What follows belongs to an exercise in optimizing a design on an open flow for small area and a short achievable clock period; a production flow would make more cautious choices. In this exercise RTL edits were held to simulation tests only and were not proved equivalent to the original. Power figures rest on the tool's default switching activity, not on a simulated workload.

**flow/constraint.sdc**
```tcl
create_clock -name core_clock -period 6.0 [get_ports {clk}]
set_input_delay 1.2000 -clock core_clock [delete_from_list [all_inputs] [get_ports {clk}]]
set_output_delay 1.2000 -clock core_clock [all_outputs]
set_load 0.01 [all_outputs]
```
**flow/flow/run.sh**
```bash
#!/bin/bash
# The standard layout, with plain buffers (instead of the resizer's default pick,
# a delay cell) on the input and output ports.
set -euo pipefail
cat >> config.mk <<'EOC'
export BUFFER_PORTS_ARGS = -buffer_cell sky130_fd_sc_hd__buf_2
EOC
bash standard.sh > make_finish.log 2>&1
```
**flow/design.v**
```verilog
module four_ports_fifo(
	input wire clk,
	input wire resetn,
	input wire [31:0] data0,
	input wire [31:0] data1,
	input wire [31:0] data2,
	input wire [31:0] data3,
	input wire [2:0] wen,
	input wire [2:0] ren,
	output reg [32:0] dout0,
	output reg [32:0] dout1,
	output reg [32:0] dout2,
	output reg [32:0] dout3,
	output wire empty,
	output wire full
);
	reg [31:0] mem [0:31];    
	reg [3:0] wlo, rlo;
	reg [7:0] wsel [0:3];
	reg [7:0] rsel [0:3];
	reg [5:0] count;
	reg        empty_r;    
	reg        full_r;     
	reg  [3:0] has;        
	reg  [3:0] room;       
	assign empty = empty_r;
	assign full  = full_r;
	integer b, k, r, d, w, m;
	wire [3:0] wgt;     
	assign wgt[0] = wen != 3'd0;
	assign wgt[1] = wen[2] | wen[1];
	assign wgt[2] = wen[2] | (wen[1] & wen[0]);
	assign wgt[3] = wen[2];
	reg acc;
	always @(*) begin
		case (wen)
			3'd1: acc = room[0];
			3'd2: acc = room[1];
			3'd3: acc = room[2];
			3'd4: acc = room[3];
			default: acc = 1'b0;
		endcase
	end
	reg [31:0] wd [0:3];
	reg [3:0]  bwe;
	always @(*) begin
		for (b = 0; b < 4; b = b + 1) begin
			bwe[b] = 1'b0;
			for (k = 0; k < 4; k = k + 1)
				bwe[b] = bwe[b] | (wlo[(b - k) & 3] & wgt[k]);
			bwe[b] = bwe[b] & acc;
			wd[b] = ({32{wlo[(b - 0) & 3]}} & data0) |
			        ({32{wlo[(b - 1) & 3]}} & data1) |
			        ({32{wlo[(b - 2) & 3]}} & data2) |
			        ({32{wlo[(b - 3) & 3]}} & data3);
		end
	end
	always @(posedge clk) begin
		for (b = 0; b < 4; b = b + 1)
			for (r = 0; r < 8; r = r + 1)
				if (bwe[b] && wsel[b][r]) mem[4*r + b] <= wd[b];
	end
	reg [31:0] rd [0:3];
	always @(*) begin
		for (b = 0; b < 4; b = b + 1) begin
			rd[b] = 32'd0;
			for (r = 0; r < 8; r = r + 1)
				rd[b] = rd[b] | ({32{rsel[b][r]}} & mem[4*r + b]);
		end
	end
	wire [3:0] rgt;     
	assign rgt[0] = ren != 3'd0;
	assign rgt[1] = ren[2] | ren[1];
	assign rgt[2] = ren[2] | (ren[1] & ren[0]);
	assign rgt[3] = ren[2];
	wire [3:0] v = rgt & has & {4{resetn}};    
	reg [31:0] q [0:3];
	reg [3:0]  rc;      
	always @(*) begin
		for (k = 0; k < 4; k = k + 1) begin
			q[k] = 32'd0;
			for (b = 0; b < 4; b = b + 1)
				q[k] = q[k] | ({32{v[k] & rlo[(b - k) & 3]}} & rd[b]);
		end
		for (b = 0; b < 4; b = b + 1) begin
			rc[b] = 1'b0;
			for (k = 0; k < 4; k = k + 1)
				rc[b] = rc[b] | (rlo[(b - k) & 3] & v[k]);
		end
	end
	always @(posedge clk) begin
		dout0 <= {v[0], q[0]};
		dout1 <= {v[1], q[1]};
		dout2 <= {v[2], q[2]};
		dout3 <= {v[3], q[3]};
	end
	wire [4:0] wis;     
	assign wis[0] = ~acc;
	assign wis[1] = acc & (wen == 3'd1);
	assign wis[2] = acc & (wen == 3'd2);
	assign wis[3] = acc & (wen == 3'd3);
	assign wis[4] = acc & (wen == 3'd4);
	wire [4:0] nis;     
	assign nis[0] = ~v[0];
	assign nis[1] = v[0] & ~v[1];
	assign nis[2] = v[1] & ~v[2];
	assign nis[3] = v[2] & ~v[3];
	assign nis[4] = v[3];
	function ceq;
		input [5:0] cnt;
		input integer c;
		ceq = (c >= 0 && c <= 63) ? (cnt == c[5:0]) : 1'b0;
	endfunction
	function cge;
		input [5:0] cnt;
		input integer c;
		cge = (c <= 0) ? 1'b1 : (c > 63) ? 1'b0 : (cnt >= c[5:0]);
	endfunction
	reg [8:0] dis;      
	reg [5:0] cnext;
	reg       empty_n, full_n;
	reg [3:0] has_n, room_n;
	reg [3:0] wlo_n, rlo_n;
	always @(*) begin
		for (d = 0; d < 9; d = d + 1) begin
			dis[d] = 1'b0;
			for (w = 0; w < 5; w = w + 1)
				for (m = 0; m < 5; m = m + 1)
					if (w - m + 4 == d) dis[d] = dis[d] | (wis[w] & nis[m]);
		end
		cnext = 6'd0;
		empty_n = 1'b0;
		full_n = 1'b0;
		has_n = 4'd0;
		room_n = 4'd0;
		for (d = 0; d < 9; d = d + 1) begin
			cnext = cnext | ({6{dis[d]}} & (count + d - 4));
			empty_n = empty_n | (dis[d] & ceq(count, 4 - d));
			full_n  = full_n  | (dis[d] & ceq(count, 36 - d));
			for (k = 0; k < 4; k = k + 1) begin
				has_n[k]  = has_n[k]  | (dis[d] & cge(count, k + 5 - d));
				room_n[k] = room_n[k] | (dis[d] & ~cge(count, 36 - k - d));
			end
		end
		wlo_n = 4'd0;
		rlo_n = 4'd0;
		for (w = 0; w < 4; w = w + 1)
			for (b = 0; b < 4; b = b + 1) begin
				wlo_n[b] = wlo_n[b] | ((wis[w] | (w == 0 && wis[4])) & wlo[(b - w) & 3]);
				rlo_n[b] = rlo_n[b] | ((nis[w] | (w == 0 && nis[4])) & rlo[(b - w) & 3]);
			end
	end
	always @(posedge clk) begin
		if (~resetn) begin
			wlo     <= 4'b0001;
			rlo     <= 4'b0001;
			for (b = 0; b < 4; b = b + 1) begin
				wsel[b] <= 8'b00000001;
				rsel[b] <= 8'b00000001;
			end
			count   <= 6'd0;
			empty_r <= 1'b1;
			full_r  <= 1'b0;
			has     <= 4'b0000;
			room    <= 4'b1111;
		end else begin
			wlo     <= wlo_n;
			rlo     <= rlo_n;
			for (b = 0; b < 4; b = b + 1) begin
				if (bwe[b]) wsel[b] <= {wsel[b][6:0], wsel[b][7]};
				if (rc[b])  rsel[b] <= {rsel[b][6:0], rsel[b][7]};
			end
			count   <= cnext;
			empty_r <= empty_n;
			full_r  <= full_n;
			has     <= has_n;
			room    <= room_n;
		end
	end
endmodule
```
**flow/config.mk**
```make
export PLATFORM = sky130hd
export DESIGN_NAME = four_ports_fifo
export DESIGN_NICKNAME = four_ports_fifo
export VERILOG_FILES = /design/flow/design.v
export SDC_FILE = /design/flow/constraint.sdc
export NUM_CORES = 4
export LEC_CHECK = 0
export CAP_MARGIN = 20
export CORE_MARGIN = 2
export CORE_UTILIZATION = 40
export CTS_CLUSTER_DIAMETER = 100
export CTS_CLUSTER_SIZE = 25
export PLACE_DENSITY = 0.6
export SETUP_SLACK_MARGIN = 3.4
export SLEW_MARGIN = 20
export TNS_END_PERCENT = 20
export BUFFER_PORTS_ARGS = -buffer_cell sky130_fd_sc_hd__buf_2
```
**flow/standard.sh**
```bash
#!/bin/bash
# synth_recipe.tcl (not shown) runs the flow's synth.tcl, then flattens the netlist and writes it again
# the make line also repeats each setting of config.mk as NAME=value (left out here)
make -C /OpenROAD-flow-scripts/flow DESIGN_CONFIG=/design/flow/config.mk WORK_HOME=/design/flow/orfs CLKGATE_MAP_FILE= SYNTH_SCRIPT=/design/flow/synth_recipe.tcl "${@:-finish}"
```
==> impl_metrics.env, run 1 <==
export IMPL_grt_total_usage_pct=27.84
export IMPL_worst_setup_path_end_kind="output port"
export IMPL_grt_pass1_vias=31120
export IMPL_p_switching_mw=6.529
export IMPL_drive_gt1_share_pct=16.08
export IMPL_yosysWarnings=7
export IMPL_cap_violations=0
export IMPL_grt_pass1_wl_um=248100
export IMPL_start_util_pct=40.30
export IMPL_fmax_mhz=365.7
export IMPL_holdCritStartpoint="wsel[2][7]"
export IMPL_synth_compound_area_share_pct=18.20
export IMPL_cpPeakStageDelay_ns=0.61
export IMPL_whs_ns=0.5727
export IMPL_synthDistinctLibCells=75
export IMPL_fin_tns_setup_ns=0
export IMPL_path_max_fanout=1
export IMPL_dieArea_sq_mm=0.1256
export IMPL_final_setup_skew_ns=0.03300
export IMPL_muxShareOfSynthArea_pct=1.246
export IMPL_cp_required_ns=4.80
export IMPL_vias=35070
export IMPL_cp_top_family="flip-flops"
export IMPL_overflow=0
export IMPL_synth_top_family_by_area="compound AO/OA/AOI/OAI gates"
export IMPL_synth_simple_gate_area_share_pct=6.224
export IMPL_critPathCapture="empty"
export IMPL_relSlewSlack_pct=22.46
export IMPL_timing_rr_end="mem[16][19]"
export IMPL_root_buffer="clkbuf_16"
export IMPL_crit_start="empty_r"
export IMPL_ff2ff_path_depth=3
export IMPL_grt_max_degree=91
export IMPL_drt_wl_total_um=182500
export IMPL_ir_drop_mv=0.2421
export IMPL_rsz0062_at_grt="yes"
export IMPL_fin_crit_sh_pct=45.57
export IMPL_path_cells="buf_2"
export IMPL_finalMaxSlewViolations=0
export IMPL_period_minus_slack_ns=2.734
export IMPL_switching_share_pct=33.01
export IMPL_synthCells=3413
export IMPL_setup_violations=0
export IMPL_crit_type="reg2out"
export IMPL_synth_area_top_cells="edfxtp_1 63%, a22oi_1 13%, dfxtp_1 9.0%"
export IMPL_final_core_util_pct=45.05
export IMPL_cts_buffers_inserted=57
export IMPL_synth_ff_type="edfxtp_1"
export IMPL_viasPerCell=6.642
export IMPL_clockBufferDepth=3
export IMPL_hold_viol_final=0
export IMPL_wl_per_cell_um=34.55
export IMPL_antenna_found_initial=25
export IMPL_drt_iter0_drc=6650
export IMPL_cp_depth=1
export IMPL_clk_pin_slew_worst_paths_ns=0.10
export IMPL_syn_area_sq_mm=0.04911
export IMPL_worst_pin_slew_ns=1.163
export IMPL_ys_seq_area_share_pct=71.58
export IMPL_cp_num_buf_inv=1
export IMPL_portBuffers=269
export IMPL_synthesis_nets=3562
export IMPL_htreeDepth=2
export IMPL_clock_power_share_pct=23.4
export IMPL_synth_top_area_cell="edfxtp_1"
export IMPL_synth_adder_area_share_pct=0.3312
export IMPL_first_pass_iters=7
export IMPL_ys_seq_elements=1244
export IMPL_ios=270
export IMPL_die_w_um=354.4
export IMPL_post_dp_hpwl_um=112700
export IMPL_drc_errors=0
export IMPL_post_synth_top_count_cell="edfxtp_1"
export IMPL_netlist_area_leader_share_pct=62.61
export IMPL_core_area_sq_mm=0.1219
export IMPL_async_flop_share_pct=0
export IMPL_p_comb_share_pct=23.4
export IMPL_clkSinkCount=1244
export IMPL_place_gp_congestion=0.9168
export IMPL_outcome="timing/DRC/antenna clean"
export IMPL_clock_latency_ns=0.72
export IMPL_arrival_ns=1.53
export IMPL_synth_xor_area_share_pct=0.07133
export IMPL_area_growth_syn_to_layout_pct=11.79
export IMPL_p_leak_nw=17.60
export IMPL_avgSynthCellArea_sq_um=14.39
export IMPL_rows=128
export IMPL_synth_edff_count=1024
export IMPL_reg2reg_slack_ns=3.33
export IMPL_crit_slowest_cell="dfxtp_1"
export IMPL_p_int_mw=13.25
export IMPL_nets=3752
export IMPL_start_kind="register"
export IMPL_pwr_share_seq_pct=53.2
export IMPL_die_h_um=354.4
export IMPL_synthTopCellsByCount="1024 x edfxtp_1, 831 x a22oi_1, 256 x clkbuf_1, 231 x nand2_1, 220 x dfxtp_1"
export IMPL_power_density_mw_per_mm2=360.3
export IMPL_r2r_start="wlo[2]"
export IMPL_nFillCells=10780
export IMPL_hold_class="reg2reg"
export IMPL_drtAntennaViolNets=0
export IMPL_cts_tree="yes"
[routing by layer]
metal  wire [um]  global-route usage (%)  up-vias
li1            -                       -    14330
met1       72920                   41.02    17740
met2       77640                   40.43     2710
met3       25870                   7.491      281
met4        5977                   7.686       10
met5          63                       0        -
[worst min path at each step]
stage / endpoint / cells after the start
floorplan: wsel[0][7] / 2
global placement: wsel[2][7] / 2
detailed placement: wsel[2][7] / 2
CTS: wsel[2][7] / 2
global route: wsel[3][1] / 2
finish: wsel[2][7] / 2
[registers in the layout (all words and copies together), names as in the netlist]
name	cells
rsel	32
dout0	33
dout1	33
count	6
wlo	4
dout3	33
room	4
full_r	1
dout2	33
rlo	4
has	4
mem	1024
empty_r	1
wsel	32
[cells by family (layout without fill, tap and decap cells)]
kind of cell / after synthesis / count (layout)
compound gates: 1190 / 1194
other cells: 0 / 6
fa+ha+maj: 13 / 13
xor+xnor: 4 / 4
simple gates: 602 / 634
mux: 61 / 61
buf+inv: 299 / 500
flops: 1244 / 1244
[what timing repair did]
| action | CTS | global route |
|---|---|---|
| hold buffers | 0 | 0 |
| endpoints found under the setup margin | 1320 | 1012 |
| buffers inserted | 30 | 26 |
| resized for setup | 73 | 47 |
| pin swaps | 42 | 12 |
| gates cloned | 36 | 2 |
[area by class of cell]
type	instances	area, sq um	share of cell area [%]
Antenna cell	6	15.01	0.02735
Clock buffer	99	1594	2.903
Clock inverter	7	102.6	0.1869
Inverter	11	60.06	0.1094
Multi-Input combinational cell	1906	13470	24.54
Sequential cell	1244	35180	64.08
Tap cell	1625	2033	3.703
Timing Repair Buffer	382	2439	4.442
Timing Repair inverter	1	7.507	0.01367
[stage by stage]
| stage | instances | setup WS, ns | power, mW | cell area, sq um |
|---|---|---|---|---|
| after global placement | 5075 | 1.888 | 14.74 | 51950 |
| after floorplan | 3413 | 2.850 | 12.74 | 49280 |
| final | 5281 | 3.266 | 19.78 | 54900 |
| after CTS | 5247 | 3.225 | 19.45 | 54450 |
| after global routing | 5276 | 3.287 | 20.24 | 54890 |
| after detailed placement | 5075 | 1.823 | 14.77 | 51950 |
[worst register-to-register path: stages (launching register included)]
cell and delay [ns]:
dfxtp_4 0.78, buf_6 0.64, a22oi_1 0.23, nand2_1 0.68
[layout by cell type (no fill, tap or decap), types with 52 or more instances in the layout]
cell type / instances
and2_4: 65
buf_2: 267
nor2_1: 122
buf_4: 90
a22oi_1: 830
o221ai_1: 67
a21oi_1: 73
nand2_1: 226
o22ai_1: 52
mux2i_1: 60
edfxtp_1: 1024
and4_1: 64
nand4_1: 71
dfxtp_1: 207
clkbuf_16: 58
[power by group through the flow]
stage               clock network (mW)  logic [mW]  registers [mW]
floorplan                            0        2.27            10.5
global placement                     0        4.06            10.7
finish                            4.63        4.63            10.5
global route                      4.90        4.79            10.5
CTS                               4.63        4.33            10.5
detailed placement                   0        4.09            10.7
==> run 2: changes to the inputs <==
==> flow/flow/run.sh (replaced) <==
#!/bin/bash
# The standard layout (the standard.sh) with three changes to how it is made:
#  - the input and output ports get plain buf_2 buffers instead of the resizer's
#    default pick, a delay cell;
#  - after global placement, each register that drives an output port is moved
#    next to that port's buffer (pull_out_ffs.tcl); detailed placement legalizes it;
#  - timing repair may resize cells across footprints (MATCH_CELL_FOOTPRINT=0).
# make's full output goes to make_finish.log; ORFS writes each step's log under orfs/logs/.
set -euo pipefail
here=$(pwd)
cat >> config.mk <<EOC
export BUFFER_PORTS_ARGS = -buffer_cell sky130_fd_sc_hd__buf_2
export POST_GLOBAL_PLACE_TCL = $here/flow/pull_out_ffs.tcl
EOC
bash standard.sh MATCH_CELL_FOOTPRINT=0 finish > make_finish.log 2>&1
==> flow/flow/pull_out_ffs.tcl (new file) <==
# After global placement: move each register that drives an output port (through
# the port's buffer) next to that buffer, so the register-to-port wire is short.
# Detailed placement legalizes the moved cells afterwards.
set block [ord::get_db_block]
set moved 0
foreach bterm [$block getBTerms] {
  if {[$bterm getIoType] != "OUTPUT"} { continue }
  set net [$bterm getNet]
  if {$net == "NULL"} { continue }
  set buf "NULL"
  foreach it [$net getITerms] {
    if {[$it isOutputSignal]} { set buf [$it getInst] }
  }
  if {$buf == "NULL"} { continue }
  set ff "NULL"
  foreach it [$buf getITerms] {
    if {[$it isInputSignal]} {
      set n2 [$it getNet]
      if {$n2 == "NULL"} { continue }
      foreach it2 [$n2 getITerms] {
        if {[$it2 isOutputSignal]} { set ff [$it2 getInst] }
      }
    }
  }
  if {$ff == "NULL"} { continue }
  if {![[$ff getMaster] isSequential]} { continue }
  set loc [$buf getLocation]
  $ff setLocation [lindex $loc 0] [lindex $loc 1]
  incr moved
}
puts "pull_out_ffs: moved $moved registers next to their output buffers"
--- a/flow/config.mk
+++ b/flow/config.mk
@@ -13,5 +13,6 @@
 export PLACE_DENSITY = 0.6
-export SETUP_SLACK_MARGIN = 3.4
+export SETUP_SLACK_MARGIN = 3.6
 export SLEW_MARGIN = 20
-export TNS_END_PERCENT = 20
+export TNS_END_PERCENT = 100
 export BUFFER_PORTS_ARGS = -buffer_cell sky130_fd_sc_hd__buf_2
+export POST_GLOBAL_PLACE_TCL = /design/flow/flow/pull_out_ffs.tcl
==> run 2 against run 1 <==
Effect of this change: non-clock buffer count grew 154; critical endpoint is now mem[26][9]; worst setup slack better by 0.098 ns; worst hold slack worse by 0.073 ns; sequential cell count unchanged; global-route usage down 0.092 points; register-to-register slack better by 0.19 ns; sequential share of layout area decreased by 3.7 points.
==> impl_metrics.env, run 2 <==
export IMPL_r2r_start="count[3]"
export IMPL_final_common_cell="edfxtp_1"
export IMPL_netlist_area_leader_share_pct=62.61
export IMPL_start_util_pct=40.30
export IMPL_vias=35840
export IMPL_multi_input_area_sq_mm=0.01386
export IMPL_muxShareOfSynthArea_pct=1.246
export IMPL_period_minus_slack_ns=2.636
export IMPL_whs_endpoint="rsel[3][0]"
export IMPL_grt_pass1_vias=31780
export IMPL_path_max_fanout=15
export IMPL_yosysWarnings=7
export IMPL_htreeDepth=2
export IMPL_syn_area_sq_mm=0.04911
export IMPL_synth_ff_type="edfxtp_1"
export IMPL_relSlewSlack_pct=38.52
export IMPL_synth_top_area_cell="edfxtp_1"
export IMPL_fin_tns_setup_ns=0
export IMPL_drive_gt1_share_pct=23.30
export IMPL_core_area_sq_mm=0.1219
export IMPL_synth_area_top_cells="edfxtp_1 63%, a22oi_1 13%, dfxtp_1 9.0%"
export IMPL_holdCritStartpoint="rsel[3][7]"
export IMPL_antenna_found_initial=17
export IMPL_synth_xor_area_share_pct=0.07133
export IMPL_ys_seq_area_share_pct=71.58
export IMPL_grt_max_degree=102
export IMPL_grt_total_usage_pct=27.75
export IMPL_root_buffer="clkbuf_16"
export IMPL_path_cells="buf_12 -> mux2_4 -> a211oi_4 -> buf_6 -> buf_6 -> a21oi_4 -> clkbuf_16 -> and2_4 -> buf_12"
export IMPL_final_core_util_pct=47.96
export IMPL_regMostFlops="mem"
export IMPL_overflow=0
export IMPL_clkSinkCount=1244
export IMPL_async_flop_share_pct=0
export IMPL_clockBufferDepth=3
export IMPL_hold_viol_final=0
export IMPL_synth_top_family_by_area="compound AO/OA/AOI/OAI gates"
export IMPL_final_setup_skew_ns=0.03371
export IMPL_drt_iter0_drc=6050
export IMPL_post_synth_top_count_cell="edfxtp_1"
export IMPL_dieArea_sq_mm=0.1256
export IMPL_arrival_ns=3.10
export IMPL_crit_slowest_cell="a211oi_4"
export IMPL_die_w_um=354.4
export IMPL_largest_register_ffs=1024
export IMPL_avgSynthCellArea_sq_um=14.39
export IMPL_nFillCells=10310
export IMPL_wl_per_cell_um=33.96
export IMPL_worst_pin_slew_ns=0.9223
export IMPL_synthTopCellsByCount="1024 x edfxtp_1, 831 x a22oi_1, 256 x clkbuf_1, 231 x nand2_1, 220 x dfxtp_1"
export IMPL_area_growth_syn_to_layout_pct=19.01
export IMPL_synthesis_nets=3562
export IMPL_cpPeakStageDelay_ns=0.48
export IMPL_synthCells=3413
export IMPL_start_kind="primary input"
export IMPL_ios=270
export IMPL_reg2reg_slack_ns=3.52
export IMPL_synth_edff_count=1024
export IMPL_viasPerCell=6.584
export IMPL_drc_errors=0
export IMPL_post_dp_hpwl_um=110400
export IMPL_p_leak_nw=19.00
export IMPL_hold_depth=2
export IMPL_regArea_sq_mm=0.03529
export IMPL_finalMaxSlewViolations=0
export IMPL_setup_violations=0
export IMPL_drtAntennaViolNets=0
export IMPL_clk_pin_slew_worst_paths_ns=0.10
export IMPL_worst_setup_path_end_kind="register"
export IMPL_mostFrequentLayoutCells="1024 x edfxtp_1, 828 x a22oi_1, 214 x nand2_1, 184 x buf_2, 125 x buf_6"
export IMPL_whs_ns=0.4993
export IMPL_cts_tree="yes"
export IMPL_fin_crit_sh_pct=43.94
export IMPL_synth_simple_gate_area_share_pct=6.224
export IMPL_outcome="timing/DRC/antenna clean"
export IMPL_crit_start="wen[0]"
export IMPL_nets=3917
export IMPL_power_density_mw_per_mm2=348.1
export IMPL_ys_seq_elements=1244
export IMPL_synth_compound_area_share_pct=18.20
export IMPL_hold_class="reg2reg"
export IMPL_ir_drop_mv=0.2843
export IMPL_hold_buffers=0
export IMPL_rsz0062_at_grt="yes"
export IMPL_timing_rr_end="room[0]"
export IMPL_cts_buffers_inserted=58
export IMPL_drt_wl_total_um=184800
export IMPL_crit_type="in2reg"
export IMPL_cap_violations=0
export IMPL_die_h_um=354.4
export IMPL_clock_latency_ns=0.73
export IMPL_cp_required_ns=6.47
export IMPL_fmax_mhz=379.3
export IMPL_rows=128
export IMPL_synth_adder_area_share_pct=0.3312
export IMPL_ff2ff_path_depth=5
export IMPL_grt_pass1_wl_um=249100
export IMPL_synthDistinctLibCells=75
export IMPL_portBuffers=269
export IMPL_first_pass_iters=6
[run 2: critical path: cells and delay by family]
family                 cells  cell delay [ns]
and+or+nand+nor            1             0.17
AOI/OAI and AO/OA          2             0.55
muxes                      1             0.32
buffers and inverters      5             0.83
[run 2: layout make-up]
cell class,count,share of cell area [%]
clock inverter,11,0.2740
tap,1625,3.479
inverter,11,0.1006
clock buffer,97,2.734
timing repair buffer,536,9.316
antenna,2,0.008563
multi-input combinational,1917,23.72
sequential,1244,60.37
[run 2: per-stage QoR]
| stage | power, mW | cell area (sq um) | worst slack (ns) | cells |
|---|---|---|---|---|
| 6_report | 20.35 | 58450 | 3.364 | 5443 |
| 5_1_grt | 20.87 | 58440 | 3.386 | 5441 |
| 4_1_cts | 19.76 | 56270 | 3.465 | 5333 |
| 3_5_place_dp | 14.66 | 51930 | 1.769 | 5071 |
| 3_3_place_gp | 14.62 | 51930 | 2.000 | 5071 |
| 2_1_floorplan | 12.76 | 49390 | 2.855 | 3413 |
[run 2: kinds of logic (layout without fill, tap and decap cells)]
kind of cell,after synthesis,in the layout
buffers and inverters,299,655
other,0,2
adders and majority gates,13,13
muxes,61,61
DFF,1244,1244
xor gates and xnor gates,4,4
AOI/OAI and AO/OA,1190,1195
and+or+nand+nor,602,644
[run 2: repair_timing]
| action | in CTS | in global routing |
|---|---|---|
| cloned | 41 | 19 |
| setup endpoints to repair | 1647 | 1294 |
| buffers inserted | 113 | 89 |
| pin swaps | 83 | 45 |
| gates resized for setup | 243 | 169 |
[run 2: routing by layer]
metal | wire, um | track usage, % | vias up
met5 | 50 | 0 | -
li1 | - | - | 14680
met4 | 6646 | 6.924 | 10
met3 | 27360 | 9.254 | 356
met2 | 78750 | 40.58 | 2593
met1 | 72030 | 39.74 | 18200
[run 2: how the worst max path moves through the flow]
| stage | end | cells past startpoint | slack [ns] |
|---|---|---|---|
| 2_1_floorplan | room[0] | 8 | 2.86 |
| 3_3_place_gp | rsel[1][0] | 7 | 2.00 |
| 3_5_place_dp | dout0[26] | 7 | 1.77 |
| 4_1_cts | room[0] | 8 | 3.46 |
| 5_1_grt | full_r | 8 | 3.39 |
| 6_report | mem[26][9] | 9 | 3.36 |
[run 2: where the power goes]
group | internal, mW | switching [mW]
Combinational | 1.68 | 3.50
Clock | 1.92 | 2.78
Sequential | 10.1 | 0.345
==> run 3: changes to the inputs <==
==> flow/design.v (replaced) <==
module four_ports_fifo(
	input wire clk,
	input wire resetn,
	input wire [31:0] data0,
	input wire [31:0] data1,
	input wire [31:0] data2,
	input wire [31:0] data3,
	input wire [2:0] wen,
	input wire [2:0] ren,
	output reg [32:0] dout0,
	output reg [32:0] dout1,
	output reg [32:0] dout2,
	output reg [32:0] dout3,
	output wire empty,
	output wire full
);
	reg [31:0] mem [0:31];    
	reg [3:0] wlo, rlo;
	reg [7:0] wsel [0:3];
	reg [7:0] rsel [0:3];
	reg [31:0] th;
	wire [3:0] has  = th[3:0];                           
	wire [4:1] room = ~{th[28], th[29], th[30], th[31]};   
	assign empty = ~th[0];
	assign full  = th[31];
	integer b, k, r, w, m, j;
	reg [32:0] crg;
	wire [4:1] wdec;
	assign wdec[4] = wen[2];
	assign wdec[3] = ~wen[2] & (wen[1:0] == 2'd3);
	assign wdec[2] = ~wen[2] & (wen[1:0] == 2'd2);
	assign wdec[1] = ~wen[2] & (wen[1:0] == 2'd1);
	wire [4:1] acw = wdec & room;
	wire acc = |acw;
	reg [31:0] wd [0:3];
	reg [3:0]  bwe;
	reg [4:1]  qb [0:3];
	always @(*) begin
		for (b = 0; b < 4; b = b + 1) begin
			for (w = 1; w < 5; w = w + 1) begin
				qb[b][w] = 1'b0;
				for (k = 0; k < w; k = k + 1)
					qb[b][w] = qb[b][w] | wlo[(b - k) & 3];
				qb[b][w] = qb[b][w] & room[w];
			end
			bwe[b] = |(wdec & qb[b]);
			wd[b] = ({32{wlo[(b - 0) & 3]}} & data0) |
			        ({32{wlo[(b - 1) & 3]}} & data1) |
			        ({32{wlo[(b - 2) & 3]}} & data2) |
			        ({32{wlo[(b - 3) & 3]}} & data3);
		end
	end
	always @(posedge clk) begin
		for (b = 0; b < 4; b = b + 1)
			for (r = 0; r < 8; r = r + 1)
				if (bwe[b] && wsel[b][r]) mem[4*r + b] <= wd[b];
	end
	reg [31:0] rd [0:3];
	always @(*) begin
		for (b = 0; b < 4; b = b + 1) begin
			rd[b] = 32'd0;
			for (r = 0; r < 8; r = r + 1)
				rd[b] = rd[b] | ({32{rsel[b][r]}} & mem[4*r + b]);
		end
	end
	wire [4:0] rdec;
	assign rdec[4] = ren[2];
	assign rdec[3] = ~ren[2] & (ren[1:0] == 2'd3);
	assign rdec[2] = ~ren[2] & (ren[1:0] == 2'd2);
	assign rdec[1] = ~ren[2] & (ren[1:0] == 2'd1);
	assign rdec[0] = ~ren[2] & (ren[1:0] == 2'd0);
	wire [3:0] rgt = {rdec[4], |rdec[4:3], |rdec[4:2], |rdec[4:1]};    
	wire [3:0] v = rgt & has & {4{resetn}};    
	reg [31:0] q [0:3];
	reg [3:0]  rc;      
	always @(*) begin
		for (k = 0; k < 4; k = k + 1) begin
			q[k] = 32'd0;
			for (b = 0; b < 4; b = b + 1)
				q[k] = q[k] | ({32{v[k] & rlo[(b - k) & 3]}} & rd[b]);
		end
		for (b = 0; b < 4; b = b + 1) begin
			rc[b] = 1'b0;
			for (k = 0; k < 4; k = k + 1)
				rc[b] = rc[b] | (rlo[(b - k) & 3] & v[k]);
		end
	end
	always @(posedge clk) begin
		dout0 <= {v[0], q[0]};
		dout1 <= {v[1], q[1]};
		dout2 <= {v[2], q[2]};
		dout3 <= {v[3], q[3]};
	end
	wire [4:0] wis = {acw, ~acc};    
	wire [4:0] nis;     
	assign nis[0] = ~v[0];
	assign nis[1] = v[0] & ~v[1];
	assign nis[2] = v[1] & ~v[2];
	assign nis[3] = v[2] & ~v[3];
	assign nis[4] = v[3];
	reg [31:0] th_n;
	reg [3:0] wlo_nx, rlo_nx;
	integer c;
	always @(*) begin
		for (j = 1; j < 33; j = j + 1) begin
			crg[j] = 1'b0;
			for (m = 0; m < 5; m = m + 1)
				if (m + j <= 32) crg[j] = crg[j] | (rdec[m] & th[m + j - 1]);
		end
		for (c = 1; c < 33; c = c + 1) begin
			th_n[c - 1] = 1'b0;
			for (w = 0; w < 5; w = w + 1)
				th_n[c - 1] = th_n[c - 1] | (wis[w] & ((c - w <= 0) ? 1'b1 : crg[(c - w) & 63]));
		end
		wlo_nx = 4'd0;
		rlo_nx = 4'd0;
		for (w = 0; w < 4; w = w + 1)
			for (b = 0; b < 4; b = b + 1) begin
				wlo_nx[b] = wlo_nx[b] | ((wis[w] | (w == 0 && wis[4])) & wlo[(b - w) & 3]);
				rlo_nx[b] = rlo_nx[b] | ((nis[w] | (w == 0 && nis[4])) & rlo[(b - w) & 3]);
			end
	end
	always @(posedge clk) begin
		if (~resetn) begin
			wlo     <= 4'b0001;
			rlo     <= 4'b0001;
			for (b = 0; b < 4; b = b + 1) begin
				wsel[b] <= 8'b00000001;
				rsel[b] <= 8'b00000001;
			end
			th      <= 32'd0;
		end else begin
			wlo     <= wlo_nx;
			rlo     <= rlo_nx;
			for (b = 0; b < 4; b = b + 1) begin
				if (bwe[b]) wsel[b] <= {wsel[b][6:0], wsel[b][7]};
				if (rc[b])  rsel[b] <= {rsel[b][6:0], rsel[b][7]};
			end
			th      <= th_n;
		end
	end
endmodule
--- a/flow/flow/run.sh
+++ b/flow/flow/run.sh
@@ -1,3 +1,3 @@
 #!/bin/bash
-# The standard layout (the standard.sh) with three changes to how it is made:
+# The standard layout (the standard.sh) with these changes to how it is made:
 #  - the input and output ports get plain buf_2 buffers instead of the resizer's
@@ -6,3 +6,5 @@
 #    next to that port's buffer (pull_out_ffs.tcl); detailed placement legalizes it;
-#  - timing repair may resize cells across footprints (MATCH_CELL_FOOTPRINT=0).
+#  - timing repair may resize cells across footprints (MATCH_CELL_FOOTPRINT=0);
+#  - after global routing, cells off the critical paths are downsized while the
+#    worst slack stays as reached (recover_area.tcl).
 # make's full output goes to make_finish.log; ORFS writes each step's log under orfs/logs/.
@@ -13,2 +15,3 @@
 export POST_GLOBAL_PLACE_TCL = $here/flow/pull_out_ffs.tcl
+export POST_GLOBAL_ROUTE_TCL = $here/flow/recover_area.tcl
 EOC
==> flow/flow/recover_area.tcl (new file) <==
# Area recovery at the timing already reached (runs after global routing): for this
# step only, add setup clock uncertainty equal to the current worst setup slack (less a
# small guard), let the resizer downsize cells on paths that keep non-negative slack
# under it, then remove the uncertainty again. Routing guides are updated afterwards.
set ws [sta::worst_slack -max]
puts "recover_area: worst slack before [format %.3f $ws] ns"
set u [expr {$ws - 0.02}]
if {$u > 0} {
  global_route -start_incremental
  set_clock_uncertainty -setup $u [all_clocks]
  repair_timing -recover_power 100 -verbose
  set_clock_uncertainty -setup 0 [all_clocks]
  global_route -end_incremental
  estimate_parasitics -global_routing
  write_guides $::env(RESULTS_DIR)/route.guide
}
puts "recover_area: worst slack after [format %.3f [sta::worst_slack -max]] ns"
--- a/flow/config.mk
+++ b/flow/config.mk
@@ -18 +18,2 @@
 export POST_GLOBAL_PLACE_TCL = /design/flow/flow/pull_out_ffs.tcl
+export POST_GLOBAL_ROUTE_TCL = /design/flow/flow/recover_area.tcl
==> run 3 against run 2 <==
Effect of this change: total power is 15% lower; synthesized cell count is 1.7% lower; register-to-register slack worse by 0.04 ns; critical path depth shrank 2; fmax increased by 4.2%; first-iteration DRC count is 5.1% lower; global-route usage shrank 0.29 points; sequential cell count up 16; critical path type unchanged.
==> impl_metrics.env, run 3 <==
export IMPL_yosysWarnings=8
export IMPL_cp_top_family="simple AND/OR/NAND/NOR gates"
export IMPL_path_max_fanout=25
export IMPL_final_common_cell="edfxtp_1"
export IMPL_syn_area_sq_mm=0.04978
export IMPL_die_w_um=356.8
export IMPL_ir_drop_mv=0.2404
export IMPL_drt_wl_total_um=182900
export IMPL_htreeDepth=2
export IMPL_pre_cts_ws_ns=1.648
export IMPL_cap_violations=0
export IMPL_antenna_found_initial=25
export IMPL_reg2reg_slack_ns=3.48
export IMPL_mostFrequentLayoutCells="1024 x edfxtp_1, 877 x a22oi_1, 215 x dfxtp_1, 161 x clkbuf_1, 156 x nand2_1"
export IMPL_crit_type="in2reg"
export IMPL_drc_errors=0
export IMPL_drt_iter0_drc=5739
export IMPL_nFillCells=10890
export IMPL_clkSinkCount=1260
export IMPL_ys_seq_elements=1260
export IMPL_grt_max_degree=75
export IMPL_dieArea_sq_mm=0.1273
export IMPL_ys_seq_area_share_pct=71.26
export IMPL_start_util_pct=40.26
export IMPL_p_leak_nw=18.45
export IMPL_netlist_area_leader_share_pct=61.77
export IMPL_final_setup_skew_ns=0.03508
export IMPL_area_growth_syn_to_layout_pct=15.32
export IMPL_setup_violations=0
export IMPL_path_cells="clkbuf_4 -> buf_6 -> or3_4 -> and3_4 -> and2_2 -> a22oi_1 -> o221ai_2"
export IMPL_arrival_ns=3.08
export IMPL_hold_class="reg2reg"
export IMPL_cts_setup_buffers=114
export IMPL_synth_edff_count=1024
export IMPL_drtAntennaViolNets=0
export IMPL_power_density_mw_per_mm2=301.6
export IMPL_total_power_mw=17.31
export IMPL_die_h_um=356.8
export IMPL_core_area_sq_mm=0.1236
export IMPL_synthCells=3355
export IMPL_overflow=0
export IMPL_avgSynthCellArea_sq_um=14.84
export IMPL_first_pass_iters=6
export IMPL_hold_viol_final=0
export IMPL_drive_gt1_share_pct=18.37
export IMPL_ios=270
export IMPL_async_flop_share_pct=0
export IMPL_hold_buffers=0
export IMPL_cts_tree="yes"
export IMPL_portBuffers=269
export IMPL_fin_ws_ns=3.469
export IMPL_synth_top_area_cell="edfxtp_1"
export IMPL_largest_register_ffs=1024
export IMPL_clock_latency_ns=0.72
export IMPL_regMostFlops="mem"
export IMPL_grt_pass1_wl_um=247300
export IMPL_rows=129
export IMPL_outcome="timing/DRC/antenna clean"
export IMPL_grt_pass1_vias=31320
export IMPL_post_synth_top_count_cell="edfxtp_1"
export IMPL_synth_ff_type="edfxtp_1"
export IMPL_whs_ns=0.5827
export IMPL_cpPeakStageDelay_ns=0.42
export IMPL_synthDistinctLibCells=73
export IMPL_r2r_start="rsel[2][2]"
export IMPL_whs_endpoint="wsel[1][5]"
export IMPL_hold_depth=2
export IMPL_worst_pin_slew_ns=0.9162
export IMPL_grt_total_usage_pct=27.46
export IMPL_finalMaxSlewViolations=0
export IMPL_regArea_sq_mm=0.03551
export IMPL_cp_required_ns=6.55
export IMPL_nets=3837
export IMPL_worst_setup_path_end_kind="register"
export IMPL_synthTopCellsByCount="1024 x edfxtp_1, 891 x a22oi_1, 236 x dfxtp_1, 229 x clkbuf_1, 169 x nand2_1"
export IMPL_wl_per_cell_um=33.91
export IMPL_clk_pin_slew_worst_paths_ns=0.10
export IMPL_timing_rr_end="dout3[30]"
export IMPL_synthesis_nets=3491
export IMPL_clockBufferDepth=3
export IMPL_post_dp_hpwl_um=112900
export IMPL_fin_tns_setup_ns=0
export IMPL_vias=35280
export IMPL_root_buffer="clkbuf_16"
export IMPL_start_kind="primary input"
export IMPL_period_minus_slack_ns=2.531
export IMPL_final_core_util_pct=46.43
export IMPL_holdCritStartpoint="wsel[1][4]"
export IMPL_relSlewSlack_pct=38.92
export IMPL_cp_num_buf_inv=2
export IMPL_synth_area_top_cells="edfxtp_1 62%, a22oi_1 13%, dfxtp_1 9.5%"
export IMPL_viasPerCell=6.540
export IMPL_multi_input_area_sq_mm=0.01400
export IMPL_fin_crit_sh_pct=42.18
export IMPL_cts_resized=189
export IMPL_fmax_mhz=395.1
export IMPL_cts_buffers_inserted=57
export IMPL_crit_slowest_cell="or3_4"
export IMPL_ff2ff_path_depth=5
## run 3: cell types whose count changed after synthesis, moves of 35 or more
cell and change:
nand2_1 -62, a21oi_1 -61, a22oi_1 +60, o211ai_1 -42
o221ai_1 +38, nor2_1 -37, mux2i_1 +35
## run 3: how the worst max path moves through the flow
stage,startpoint,to,slack [ns],cells after the start
after detailed placement,ren[0],dout2[13],1.65,5
after global placement,wen[0],mem[29][20],2.09,5
after CTS,ren[1],rsel[1][6],3.38,6
after floorplan,wen[0],mem[13][0],2.93,6
final,ren[1],dout0[14],3.47,7
## run 3: final cells by class
| cell class | instances | share of cell area [%] |
|---|---|---|
| diodes | 8 | 0.03487 |
| inverters | 8 | 0.06539 |
| clock inverters | 6 | 0.1417 |
| flip-flops and latches | 1260 | 61.86 |
| multi-input cells | 1835 | 24.38 |
| clock buffers | 102 | 2.796 |
| repair buffers | 539 | 7.147 |
| well taps | 1637 | 3.568 |
## run 3: worst reg2reg max path: stages (launching register included)
cell      delay [ns]
dfxtp_1         0.71
buf_2           0.63
a22oi_1         0.22
nand4_1         0.43
a22oi_1         0.17
o221ai_1        0.22
## run 3: cell families after synthesis
group	share of synthesized area, %
compound gates	18.79
buf+inv	2.486
mux	2.172
simple gates	5.291
flops	71.26
## run 3: where the power goes
| group | switching, mW | total [mW] | internal (mW) | leakage, nW |
|---|---|---|---|---|
| registers | 0.168 | 10.1 | 9.95 | 11.3 |
| clock network | 2.73 | 4.58 | 1.86 | 0.801 |
| logic | 1.86 | 2.61 | 0.746 | 6.39 |
| total | 4.76 | 17.3 | 12.6 | 18.4 |
## run 3: routing by layer
metal | GRT usage (%) | routed length, um | part of all wire (%)
met1 | 38.72 | 70990 | 39
met2 | 41.38 | 80760 | 44
met3 | 6.123 | 22950 | 13
met4 | 10.66 | 8194 | 4.5
met5 | 0 | 35 | 0.019
## run 3: per-stage QoR
step / cell area (sq um) / instances
after CTS: 56950 / 5293
after global placement: 52710 / 5032
final: 57410 / 5395
after floorplan: 50200 / 3355
after detailed placement: 52710 / 5032
==> run 4: changes to the inputs <==
--- a/flow/config.mk
+++ b/flow/config.mk
@@ -7,10 +7,10 @@
 export LEC_CHECK = 0
-export CAP_MARGIN = 20
+export CAP_MARGIN = 10
 export CORE_MARGIN = 2
-export CORE_UTILIZATION = 40
+export CORE_UTILIZATION = 50
 export CTS_CLUSTER_DIAMETER = 100
 export CTS_CLUSTER_SIZE = 25
-export PLACE_DENSITY = 0.6
+export PLACE_DENSITY = 0.65
 export SETUP_SLACK_MARGIN = 3.6
-export SLEW_MARGIN = 20
+export SLEW_MARGIN = 10
 export TNS_END_PERCENT = 100
==> run 4 against run 3 <==
Effect of this change: still clean on timing, DRC and antenna; register-to-register slack improved by 0.05 ns; fmax decreased by 0.47%; design area shrank 1.0%; largest power group unchanged.
==> impl_metrics.env, run 4 <==
export IMPL_regMostFlops="mem"
export IMPL_hold_viol_final=0
export IMPL_overflow=0
export IMPL_synthesis_nets=3491
export IMPL_total_power_mw=17.32
export IMPL_finalMaxSlewViolations=0
export IMPL_setup_violations=0
export IMPL_antenna_found_initial=20
export IMPL_ios=270
export IMPL_post_dp_hpwl_um=107200
export IMPL_final_setup_skew_ns=0.02681
export IMPL_dp_cells=4656
export IMPL_mostFrequentLayoutCells="1024 x edfxtp_1, 880 x a22oi_1, 204 x dfxtp_1, 178 x clkbuf_1, 165 x nand2_1"
export IMPL_relSlewSlack_pct=29.31
export IMPL_start_kind="primary input"
export IMPL_wl_per_cell_um=35.70
export IMPL_arrival_ns=2.95
export IMPL_dieArea_sq_mm=0.1021
export IMPL_outcome="timing/DRC/antenna clean"
export IMPL_whs_ns=0.6057
export IMPL_path_max_fanout=9
export IMPL_viasPerCell=7.119
export IMPL_synthDistinctLibCells=73
export IMPL_ir_drop_mv=0.2417
export IMPL_post_synth_top_count_cell="edfxtp_1"
export IMPL_cts_setup_buffers=100
export IMPL_synth_top_area_cell="edfxtp_1"
export IMPL_clk_pin_slew_worst_paths_ns=0.11
export IMPL_p_leak_nw=18.33
export IMPL_synthCells=3355
export IMPL_first_pass_iters=9
export IMPL_power_density_mw_per_mm2=304.9
export IMPL_final_common_cell="edfxtp_1"
export IMPL_synth_edff_count=1024
export IMPL_hold_class="reg2reg"
export IMPL_crit_type="in2reg"
export IMPL_cts_buffers_inserted=58
export IMPL_syn_area_sq_mm=0.04978
export IMPL_drt_iter0_drc=6067
export IMPL_grt_pass1_wl_um=243100
export IMPL_period_minus_slack_ns=2.543
export IMPL_grt_total_usage_pct=33.47
export IMPL_root_buffer="clkbuf_16"
export IMPL_area_growth_syn_to_layout_pct=14.15
export IMPL_cp_required_ns=6.41
export IMPL_clock_latency_ns=0.72
export IMPL_drc_errors=0
export IMPL_core_area_sq_mm=0.09856
export IMPL_drive_gt1_share_pct=17.56
export IMPL_portBuffers=269
export IMPL_largest_register_ffs=1024
export IMPL_ys_seq_elements=1260
export IMPL_worst_pin_slew_ns=1.060
export IMPL_pre_cts_ws_ns=1.529
export IMPL_synthTopCellsByCount="1024 x edfxtp_1, 891 x a22oi_1, 236 x dfxtp_1, 229 x clkbuf_1, 169 x nand2_1"
export IMPL_cap_violations=0
export IMPL_drtAntennaViolNets=0
export IMPL_fin_ws_ns=3.457
export IMPL_clockBufferDepth=3
export IMPL_die_w_um=319.5
export IMPL_grt_max_degree=73
export IMPL_rows=115
export IMPL_clkSinkCount=1260
export IMPL_fmax_mhz=393.3
export IMPL_grt_pass1_vias=31950
export IMPL_die_h_um=319.5
export IMPL_avgSynthCellArea_sq_um=14.84
export IMPL_async_flop_share_pct=0
export IMPL_nets=3817
export IMPL_vias=35740
export IMPL_fin_crit_sh_pct=42.38
export IMPL_worst_setup_path_end_kind="register"
export IMPL_htreeDepth=2
export IMPL_fin_tns_setup_ns=0
export IMPL_ys_seq_area_share_pct=71.26
export IMPL_synth_area_top_cells="edfxtp_1 62%, a22oi_1 13%, dfxtp_1 9.5%"
export IMPL_cts_tree="yes"
export IMPL_drt_wl_total_um=179200
export IMPL_yosysWarnings=8
export IMPL_netlist_area_leader_share_pct=61.77
export IMPL_cts_resized=142
export IMPL_start_util_pct=50.51
export IMPL_stdcell_count=5020
export IMPL_hold_buffers=0
export IMPL_synth_ff_type="edfxtp_1"
[run 4: cell counts after synthesis]
No cell type changed its count.
[run 4: layer usage]
layer / global-route usage (%) / wire length (um)
met5: 0 / 102
met4: 14.08 / 9584
met2: 50.70 / 79410
met3: 8.409 / 24380
met1: 46.22 / 65760
[run 4: final cells by class]
type | instances | area (sq um)
Clock buffer | 102 | 1690
Fill cell | 7494 | 41740
Multi-Input combinational cell | 1839 | 13950
Timing Repair Buffer | 514 | 3930
Clock inverter | 8 | 75.07
Inverter | 8 | 35.03
Antenna cell | 2 | 5.005
Sequential cell | 1260 | 35520
Tap cell | 1287 | 1610
[run 4: logic make-up after synthesis]
group | Yosys count | synth area share [%]
simple gates | 484 | 5.291
compound gates | 1211 | 18.79
mux | 104 | 2.172
flops | 1260 | 71.26
buf+inv | 296 | 2.486
[run 4: power by group]
part | internal (mW) | total [mW] | switching (mW) | leakage [nW]
combinational | 0.703 | 2.50 | 1.80 | 6.22
sequential | 9.95 | 10.2 | 0.222 | 11.3
clock | 1.95 | 4.65 | 2.70 | 0.850
total | 12.6 | 17.3 | 4.72 | 18.3
[run 4: worst paths after layout]
check              from          to  slack [ns]  cells past startpoint
max reg2reg      th[31]   mem[3][7]        3.53                     10
min reg2reg  wsel[3][3]  wsel[3][3]        0.61                      2
min          wsel[3][3]  wsel[3][3]        0.61                      2
max              wen[1]   mem[3][7]        3.46                     10
[run 4: critical path, stage by stage]
cell and delay (ns):
buf_8 0.13, nor4b_4 0.34, buf_6 0.16, a22oi_2 0.10
clkbuf_1 0.19, nand4_4 0.11, buf_8 0.15, clkbuf_16 0.15
and2_2 0.20, buf_6 0.19
[run 4: metrics by stage]
stage,util (%),area [sq um]
floorplan,-,50200
global placement,52.87,52110
detailed placement,52.87,52110
CTS,57.11,56290
finish,57.65,56820
==> run 5: changes to the inputs <==
--- a/flow/config.mk
+++ b/flow/config.mk
@@ -13,3 +13,3 @@
 export PLACE_DENSITY = 0.65
-export SETUP_SLACK_MARGIN = 3.6
+export SETUP_SLACK_MARGIN = 3.75
 export SLEW_MARGIN = 10
==> run 5 against run 4 <==
Effect of this change: sequential share of layout area decreased by 1.9 points; worst hold slack got worse by 0.0056 ns; die area unchanged; fmax decreased by 3.4%; core utilization increased by 1.8 points.
==> impl_metrics.env, run 5 <==
export IMPL_outcome="timing/DRC/antenna clean"
export IMPL_met2_usage_pct=50.93
export IMPL_crit_type="in2reg"
export IMPL_viasPerCell=7.103
export IMPL_async_flop_share_pct=0
export IMPL_clk_pin_slew_worst_paths_ns=0.10
export IMPL_start_kind="primary input"
export IMPL_total_power_mw=17.50
export IMPL_worst_pin_slew_ns=1.039
export IMPL_antenna_found_initial=21
export IMPL_largest_register_ffs=1024
export IMPL_cap_violations=0
export IMPL_syn_area_sq_mm=0.04978
export IMPL_grtUsageMet1_pct=47.22
export IMPL_portBuffers=269
export IMPL_cpPeakStageDelay_ns=0.77
export IMPL_netlist_area_leader_share_pct=61.77
export IMPL_crit_slowest_cell="nor2_1"
export IMPL_cts_buffers_inserted=57
export IMPL_htreeDepth=2
export IMPL_hold_class="reg2reg"
export IMPL_path_max_fanout=26
export IMPL_start_util_pct=50.51
export IMPL_root_buffer="clkbuf_16"
export IMPL_synthCells=3355
export IMPL_worst_setup_path_end_kind="register"
export IMPL_ir_drop_mv=0.2138
export IMPL_cts_tree="yes"
export IMPL_grt_total_usage_pct=34.19
export IMPL_dieArea_sq_mm=0.1021
export IMPL_finalMaxSlewViolations=0
export IMPL_synthTopCellsByCount="1024 x edfxtp_1, 891 x a22oi_1, 236 x dfxtp_1, 229 x clkbuf_1, 169 x nand2_1"
export IMPL_power_density_mw_per_mm2=298.4
export IMPL_post_synth_top_count_cell="edfxtp_1"
export IMPL_nets=3879
export IMPL_final_core_util_pct=59.49
export IMPL_drtAntennaViolNets=0
export IMPL_yosysWarnings=8
export IMPL_grt_pass1_vias=33300
export IMPL_fin_crit_sh_pct=43.86
export IMPL_arrival_ns=3.23
export IMPL_die_w_um=319.5
export IMPL_synthesis_nets=3491
export IMPL_drt_wl_total_um=181000
export IMPL_relSlewSlack_pct=30.73
export IMPL_p_leak_nw=19.14
export IMPL_grtUsageMet3_pct=9.359
export IMPL_path_cells="buf_8 -> nand2_8 -> nor2_1 -> clkbuf_4 -> a22oi_2 -> o221ai_1"
export IMPL_die_h_um=319.5
export IMPL_grt_pass1_wl_um=249000
export IMPL_grt_max_degree=100
export IMPL_top_usage_layer="met2"
export IMPL_holdCritStartpoint="wsel[1][6]"
export IMPL_period_minus_slack_ns=2.631
export IMPL_ios=270
export IMPL_hold_viol_final=0
export IMPL_r2r_start="wlo[3]"
export IMPL_dpl_cell_area_sq_mm=0.05247
export IMPL_mostFrequentLayoutCells="1024 x edfxtp_1, 840 x a22oi_1, 203 x dfxtp_1, 164 x nand2_1, 131 x buf_6"
export IMPL_wl_per_cell_um=35.62
export IMPL_clockBufferDepth=3
export IMPL_fin_ws_ns=3.369
export IMPL_synthDistinctLibCells=73
export IMPL_final_setup_skew_ns=0.04746
export IMPL_cts_resized=246
export IMPL_core_area_sq_mm=0.09856
export IMPL_fin_tns_setup_ns=0
export IMPL_setup_violations=0
export IMPL_crit_start="resetn"
export IMPL_pre_cts_ws_ns=1.706
export IMPL_vias=36090
export IMPL_ys_seq_elements=1260
export IMPL_drive_gt1_share_pct=21.31
export IMPL_cp_required_ns=6.59
export IMPL_synth_top_area_cell="edfxtp_1"
export IMPL_avgSynthCellArea_sq_um=14.84
export IMPL_drc_errors=0
export IMPL_ys_seq_area_share_pct=71.26
export IMPL_synth_edff_count=1024
export IMPL_synth_ff_type="edfxtp_1"
export IMPL_clock_latency_ns=0.69
export IMPL_fmax_mhz=380.0
export IMPL_final_area_sq_mm=0.05863
export IMPL_clkSinkCount=1260
export IMPL_final_common_cell="edfxtp_1"
export IMPL_area_growth_syn_to_layout_pct=17.78
export IMPL_hold_buffers=0
export IMPL_first_pass_iters=6
export IMPL_synth_area_top_cells="edfxtp_1 62%, a22oi_1 13%, dfxtp_1 9.5%"
export IMPL_drt_iter0_drc=5938
export IMPL_overflow=0
export IMPL_post_dp_hpwl_um=106300
export IMPL_regMostFlops="mem"
export IMPL_rows=115
export IMPL_cts_setup_buffers=220
## run 5: cell types whose count changed in the layout (fill, tap and decap cells not counted), moves of 12 or more
cell | previous run | this run
buf_12 | 47 | 75
buf_6 | 39 | 131
and2_2 | 22 | 34
a22oi_2 | 11 | 51
o221ai_1 | 85 | 97
clkbuf_4 | 28 | 16
o221ai_2 | 21 | 9
clkbuf_1 | 178 | 121
a22oi_1 | 880 | 840
buf_2 | 138 | 124
buf_4 | 83 | 101
dfxtp_4 | 4 | 16
## run 5: path summary, 6_finish.rpt
path / end / slack, ns / cells past startpoint
worst max-delay path: dout0[22] / 3.37 / 6
worst max register to register: mem[19][4] / 3.48 / 6
worst min-delay path: wsel[1][6] / 0.60 / 2
worst min register to register: wsel[1][6] / 0.60 / 2
## run 5: logic make-up after synthesis
family	after synthesis	synth area share, %
buffers and inverters	296	2.486
and+or+nand+nor	484	5.291
DFF	1260	71.26
AOI/OAI and AO/OA	1211	18.79
muxes	104	2.172
## run 5: layer usage
| layer | vias up | share of wire (%) |
|---|---|---|
| li1 | 14730 | - |
| met1 | 18220 | 37 |
| met2 | 2744 | 43 |
| met3 | 397 | 14 |
| met4 | 4 | 5.4 |
| met5 | - | 0.014 |
## run 5: report_power, final
group / internal (mW) / switching [mW]
sequential: 9.95 / 0.248
combinational: 0.848 / 1.85
clock: 1.95 / 2.65
total: 12.7 / 4.75
## run 5: cell type report
cell class / instances / area, sq um
fillers: 7361 / 39930
flip-flops and latches: 1260 / 35560
multi-input cells: 1846 / 14270
repair buffers: 570 / 5411
clock buffers: 102 / 1659
well taps: 1287 / 1610
clock inverters: 5 / 78.83
inverters: 8 / 37.54
diodes: 3 / 7.507
## run 5: stage by stage
| stage | instances | hold slack (ns) |
|---|---|---|
| after floorplan | 3355 | 0.4655 |
| after global placement | 4642 | 0.4904 |
| after detailed placement | 4642 | 0.4975 |
| after CTS | 5029 | 0.6105 |
| final | 5081 | 0.6002 |
## run 5: critical path: cells and delay by family
family | cells | cell delay [ns]
buf+inv | 2 | 0.80
simple gates | 2 | 0.91
compound gates | 2 | 0.28
==> run 6: changes to the inputs <==
--- a/flow/config.mk
+++ b/flow/config.mk
@@ -11,5 +11,5 @@
 export CTS_CLUSTER_DIAMETER = 100
-export CTS_CLUSTER_SIZE = 25
+export CTS_CLUSTER_SIZE = 28
 export PLACE_DENSITY = 0.65
-export SETUP_SLACK_MARGIN = 3.75
+export SETUP_SLACK_MARGIN = 3.6
 export SLEW_MARGIN = 10
==> run 6 against run 5 <==
Effect of this change: sequential cell count did not move; clock power fell by 2%; final cell count fell by 2.3%; via count fell by 1.9%; first-iteration DRC count rose by 0.89%; critical path depth fell by 2; largest cell class unchanged.
==> impl_metrics.env, run 6 <==
export IMPL_start_kind="register"
export IMPL_grt_total_usage_pct=33.49
export IMPL_fin_crit_sh_pct=42.17
export IMPL_outcome="timing/DRC/antenna clean"
export IMPL_p_comb_share_pct=14.2
export IMPL_grt_pass1_vias=32030
export IMPL_path_max_fanout=34
export IMPL_relSlewSlack_pct=27.98
export IMPL_cp_required_ns=6.43
export IMPL_cap_violations=0
export IMPL_synth_top_area_cell="edfxtp_1"
export IMPL_hold_class="reg2reg"
export IMPL_ys_seq_elements=1260
export IMPL_rows=115
export IMPL_clkSinkCount=1260
export IMPL_drt_wl_total_um=177000
export IMPL_clock_latency_ns=0.70
export IMPL_muxShareOfSynthArea_pct=2.172
export IMPL_arrival_ns=2.96
export IMPL_synth_simple_gate_area_share_pct=5.291
export IMPL_post_dp_hpwl_um=107200
export IMPL_ys_seq_area_share_pct=71.26
export IMPL_cts_tree="yes"
export IMPL_syn_area_sq_mm=0.04978
export IMPL_finalMaxSlewViolations=0
export IMPL_pwr_share_seq_pct=59.6
export IMPL_switching_share_pct=27.23
export IMPL_synth_adder_area_share_pct=0
export IMPL_clockBufferDepth=3
export IMPL_grt_max_degree=73
export IMPL_p_int_mw=12.43
export IMPL_largest_register_ffs=1024
export IMPL_overflow=0
export IMPL_core_area_sq_mm=0.09856
export IMPL_worst_setup_path_end_kind="register"
export IMPL_start_util_pct=50.51
export IMPL_dieArea_sq_mm=0.1021
export IMPL_nFillCells=7577
export IMPL_root_buffer="clkbuf_16"
export IMPL_drc_errors=0
export IMPL_first_pass_iters=8
export IMPL_cts_buffers_inserted=53
export IMPL_synth_xor_area_share_pct=0
export IMPL_die_h_um=319.5
export IMPL_synthCells=3355
export IMPL_antenna_found_initial=17
export IMPL_netlist_area_leader_share_pct=61.77
export IMPL_final_setup_skew_ns=0.04374
export IMPL_mostFrequentLayoutCells="1024 x edfxtp_1, 879 x a22oi_1, 205 x dfxtp_1, 176 x clkbuf_1, 166 x nand2_1"
export IMPL_regMostFlops="mem"
export IMPL_ir_drop_mv=0.2204
export IMPL_clk_pin_slew_worst_paths_ns=0.11
export IMPL_post_synth_top_count_cell="edfxtp_1"
export IMPL_vias=35400
export IMPL_wl_per_cell_um=35.66
export IMPL_synth_area_top_cells="edfxtp_1 62%, a22oi_1 13%, dfxtp_1 9.5%"
export IMPL_synth_edff_count=1024
export IMPL_cts_setup_buffers=107
export IMPL_final_common_cell="edfxtp_1"
export IMPL_p_switching_mw=4.650
export IMPL_synthDistinctLibCells=73
export IMPL_yosysWarnings=8
export IMPL_setup_violations=0
export IMPL_portBuffers=269
export IMPL_fin_tns_setup_ns=0
export IMPL_worst_pin_slew_ns=1.080
export IMPL_hold_buffers=0
export IMPL_synthTopCellsByCount="1024 x edfxtp_1, 891 x a22oi_1, 236 x dfxtp_1, 229 x clkbuf_1, 169 x nand2_1"
export IMPL_clock_power_share_pct=26.3
export IMPL_crit_type="reg2reg"
export IMPL_synthesis_nets=3491
export IMPL_period_minus_slack_ns=2.530
export IMPL_viasPerCell=7.129
export IMPL_p_leak_nw=17.96
export IMPL_hold_viol_final=0
export IMPL_final_core_util_pct=57.02
export IMPL_htreeDepth=2
export IMPL_nets=3763
export IMPL_synth_top_family_by_area="compound AO/OA/AOI/OAI gates"
export IMPL_synth_compound_area_share_pct=18.79
export IMPL_drtAntennaViolNets=0
export IMPL_avgSynthCellArea_sq_um=14.84
export IMPL_ios=270
export IMPL_drive_gt1_share_pct=15.60
export IMPL_area_growth_syn_to_layout_pct=12.89
export IMPL_power_density_mw_per_mm2=303.9
export IMPL_synth_ff_type="edfxtp_1"
export IMPL_fmax_mhz=395.3
export IMPL_async_flop_share_pct=0
export IMPL_grt_pass1_wl_um=243500
export IMPL_drt_iter0_drc=5991
export IMPL_die_w_um=319.5
export IMPL_cts_resized=144
==> run 6: changes by cell type in the layout (fill, tap and decap cells not counted), sizes merged, moves of 2 or more <==
cell / change
clkinv: +3
nor2: -3
clkbuf: +33
and2: -5
buf: -147
inv: +2
diode: +3
==> run 6: path summary, 6_finish.rpt <==
path / slack [ns] / from / cells past startpoint / to
worst min register to register: 0.59 / wsel[3][2] / 2 / wsel[3][2]
worst min-delay path: 0.59 / wsel[3][2] / 2 / wsel[3][2]
worst max-delay path: 3.47 / rsel[0][1] / 4 / dout1[18]
worst max register to register: 3.47 / rsel[0][1] / 4 / dout1[18]
==> run 6: kinds of logic after synthesis <==
| family | after synthesis |
|---|---|
| DFF | 1260 |
| AOI/OAI and AO/OA | 1211 |
| and+or+nand+nor | 484 |
| buffers and inverters | 296 |
| muxes | 104 |
==> run 6: power groups by stage <==
stage,clock network (mW),logic [mW],registers (mW)
floorplan,0,1.13,10.3
global placement,0,2.01,10.4
detailed placement,0,2.11,10.4
CTS,4.49,2.34,10.2
finish,4.49,2.42,10.2
==> run 6: area by class of cell <==
class,instances,area (sq um),share of cell area (%)
Inverter,8,35.03,0.06234
Timing Repair Buffer,466,3483,6.198
Multi-Input combinational cell,1838,13860,24.67
Antenna cell,6,15.01,0.02672
Clock buffer,91,1543,2.745
Tap cell,1287,1610,2.865
Sequential cell,1260,35520,63.21
Clock inverter,9,126.4,0.2249
==> run 6: per-layer routing <==
layer	up-vias	track usage [%]	wire (um)
met4	8	14.51	10060
met1	17790	46.43	65770
met2	2724	50.83	77700
li1	14470	-	-
met5	-	0	54
met3	409	7.744	23460
==> run 6: through the flow <==
stage / hold WS [ns] / std cells / setup WS, ns / cell area [sq um] / total power, mW
after floorplan: 0.4655 / 3355 / 2.928 / 50200 / 11.38
after global placement: 0.4944 / 4656 / 2.061 / 52110 / 12.39
after detailed placement: 0.4962 / 4656 / 1.529 / 52110 / 12.47
after CTS: 0.5909 / 4905 / 3.462 / 56340 / 16.99
final: 0.5948 / 4965 / 3.470 / 56200 / 17.08
==> run 6: critical path, stage by stage (launching register included) <==
cell and delay [ns]:
dfxtp_2 0.64, a22oi_1 0.31, nand4_1 0.54, a22oi_1 0.35, o221ai_1 0.40
==> run 7: changes to the inputs <==
--- a/flow/config.mk
+++ b/flow/config.mk
@@ -9,6 +9,6 @@
 export CORE_MARGIN = 2
-export CORE_UTILIZATION = 50
+export CORE_UTILIZATION = 60
 export CTS_CLUSTER_DIAMETER = 100
-export CTS_CLUSTER_SIZE = 28
-export PLACE_DENSITY = 0.65
+export CTS_CLUSTER_SIZE = 25
+export PLACE_DENSITY = 0.72
 export SETUP_SLACK_MARGIN = 3.6
==> run 7 against run 6 <==
Effect of this change: critical path depth stayed put; worst setup slack lost 0.021 ns; synthesized cell count unchanged; total power shrank 0.21%; die area down 16%; fmax fell by 0.83%; global-route usage rose by 5.8 points; core utilization rose by 11 points; worst hold slack better by 0.036 ns; largest power group unchanged; highest routed layer unchanged.
==> impl_metrics.env, run 7 <==
export IMPL_first_pass_iters=9
export IMPL_ios=270
export IMPL_final_core_util_pct=68.38
export IMPL_path_cells="buf_2 -> a22oi_1 -> and3_1 -> o221ai_1"
export IMPL_portBuffers=269
export IMPL_fin_ws_ns=3.449
export IMPL_ff2ff_path_depth=4
export IMPL_grt_max_degree=99
export IMPL_htreeDepth=2
export IMPL_vias=36280
export IMPL_crit_slowest_cell="dfxtp_1"
export IMPL_netlist_area_leader_share_pct=61.77
export IMPL_synth_ff_type="edfxtp_1"
export IMPL_overflow=0
export IMPL_async_flop_share_pct=0
export IMPL_timing_rr_end="dout3[14]"
export IMPL_cap_violations=0
export IMPL_grt_total_usage_pct=39.32
export IMPL_wl_per_cell_um=36.72
export IMPL_grt_pass1_wl_um=238700
export IMPL_post_dp_hpwl_um=102900
export IMPL_crit_start="rsel[2][4]"
export IMPL_clockBufferDepth=3
export IMPL_final_setup_skew_ns=0.04375
export IMPL_synthDistinctLibCells=73
export IMPL_dieArea_sq_mm=0.08529
export IMPL_hold_class="reg2reg"
export IMPL_root_buffer="clkbuf_16"
export IMPL_ir_drop_mv=0.2723
export IMPL_fmax_mhz=392.0
export IMPL_final_common_cell="edfxtp_1"
export IMPL_ys_seq_area_share_pct=71.26
export IMPL_antenna_found_initial=14
export IMPL_start_kind="register"
export IMPL_synthTopCellsByCount="1024 x edfxtp_1, 891 x a22oi_1, 236 x dfxtp_1, 229 x clkbuf_1, 169 x nand2_1"
export IMPL_mostFrequentLayoutCells="1024 x edfxtp_1, 879 x a22oi_1, 214 x dfxtp_1, 185 x clkbuf_1, 166 x nand2_1"
export IMPL_die_h_um=292.0
export IMPL_whs_ns=0.6305
export IMPL_final_area_sq_mm=0.05615
export IMPL_cpPeakStageDelay_ns=0.74
export IMPL_reg2reg_slack_ns=3.45
export IMPL_nFillCells=5490
export IMPL_pre_cts_ws_ns=1.803
export IMPL_start_util_pct=60.63
export IMPL_clkSinkCount=1260
export IMPL_fin_crit_sh_pct=42.52
export IMPL_die_w_um=292.0
export IMPL_power_density_mw_per_mm2=303.5
export IMPL_largest_register_ffs=1024
export IMPL_grt_pass1_vias=32930
export IMPL_synth_top_area_cell="edfxtp_1"
export IMPL_drc_errors=0
export IMPL_viasPerCell=7.574
export IMPL_dpl_cell_area_sq_mm=0.05189
export IMPL_path_max_fanout=23
export IMPL_hold_viol_final=0
export IMPL_drive_gt1_share_pct=16.23
export IMPL_yosysWarnings=8
export IMPL_arrival_ns=3.07
export IMPL_avgSynthCellArea_sq_um=14.84
export IMPL_rows=105
export IMPL_cts_tree="yes"
export IMPL_area_growth_syn_to_layout_pct=12.79
export IMPL_cts_resized=135
export IMPL_setup_violations=0
export IMPL_nets=3804
export IMPL_ys_seq_elements=1260
export IMPL_worst_setup_path_end_kind="register"
export IMPL_cts_setup_buffers=100
export IMPL_cp_required_ns=6.52
export IMPL_hold_buffers=0
export IMPL_synth_edff_count=1024
export IMPL_r2r_start="rsel[2][4]"
export IMPL_worst_pin_slew_ns=1.062
export IMPL_synth_area_top_cells="edfxtp_1 62%, a22oi_1 13%, dfxtp_1 9.5%"
export IMPL_synthCells=3355
export IMPL_drtAntennaViolNets=0
export IMPL_post_synth_top_count_cell="edfxtp_1"
export IMPL_clk_pin_slew_worst_paths_ns=0.10
export IMPL_synthesis_nets=3491
export IMPL_relSlewSlack_pct=29.20
export IMPL_drt_wl_total_um=175900
export IMPL_finalMaxSlewViolations=0
export IMPL_syn_area_sq_mm=0.04978
export IMPL_core_area_sq_mm=0.08211
export IMPL_cts_buffers_inserted=56
export IMPL_critPathCapture="dout3[14]"
export IMPL_outcome="timing/DRC/antenna clean"
export IMPL_crit_type="reg2reg"
export IMPL_regMostFlops="mem"
export IMPL_period_minus_slack_ns=2.551
export IMPL_fin_tns_setup_ns=0
export IMPL_p_leak_nw=18.11
export IMPL_drt_iter0_drc=7085
export IMPL_clock_latency_ns=0.69
[run 7: layout make-up]
cell class / instances / area (sq um) / share of cell area, %
multi-input combinational: 1850 / 14010 / 24.94
tap: 1070 / 1339 / 2.384
clock inverter: 4 / 42.54 / 0.07577
antenna: 5 / 12.51 / 0.02228
inverter: 8 / 40.04 / 0.07131
timing repair buffer: 492 / 3605 / 6.420
clock buffer: 101 / 1592 / 2.835
sequential: 1260 / 35510 / 63.25
[run 7: cell families after synthesis]
logic type | count (synthesis) | synth area share, %
flops | 1260 | 71.26
compound gates | 1211 | 18.79
mux | 104 | 2.172
buf+inv | 296 | 2.486
simple gates | 484 | 5.291
[run 7: how the worst min path moves through the flow]
stage                          start         end  slack (ns)  depth (start not counted)
after detailed placement  wsel[3][7]  wsel[3][0]        0.50                          2
final                     wsel[3][1]  wsel[3][1]        0.63                          2
after floorplan           wsel[0][0]  wsel[0][0]        0.47                          2
after global placement    wsel[0][7]  wsel[0][0]        0.48                          2
after CTS                 wsel[1][1]  wsel[1][1]        0.59                          2
[run 7: worst max-delay path: cells and delay by family (launching register included)]
family | cells | cell delay [ns]
buffers and inverters | 1 | 0.64
AO/OA/AOI/OAI | 2 | 0.65
flip-flops | 1 | 0.74
AND/OR/NAND/NOR | 1 | 0.35
[run 7: power by group]
part / total (mW) / internal (mW) / leakage (nW) / switching, mW
Clock: 4.45 / 1.82 / 0.776 / 2.63
Sequential: 10.2 / 9.95 / 11.3 / 0.220
Combinational: 2.42 / 0.675 / 6.08 / 1.75
[run 7: per-layer routing]
metal / GRT usage, % / part of all wire (%) / vias up
met5: 1.361 / 0.13 / -
met4: 19.27 / 7.0 / 12
met3: 13.90 / 17 / 596
met2: 57.75 / 43 / 3356
li1: - / - / 14580
met1: 52.28 / 33 / 17740
[run 7: metrics by stage]
step / instances / total power [mW]
2_1_floorplan: 3355 / 11.38
3_3_place_gp: 4447 / 12.29
3_5_place_dp: 4447 / 12.38
4_1_cts: 4690 / 16.80
6_report: 4790 / 17.04

Setup slack of run 7, layout unchanged: 3.449 ns with ideal ports, 3.374 ns with driving cells assumed (clock clkbuf_16, inputs buf_2), 2.635 ns with port delays also shifted by the 0.738 ns mid clock arrival.
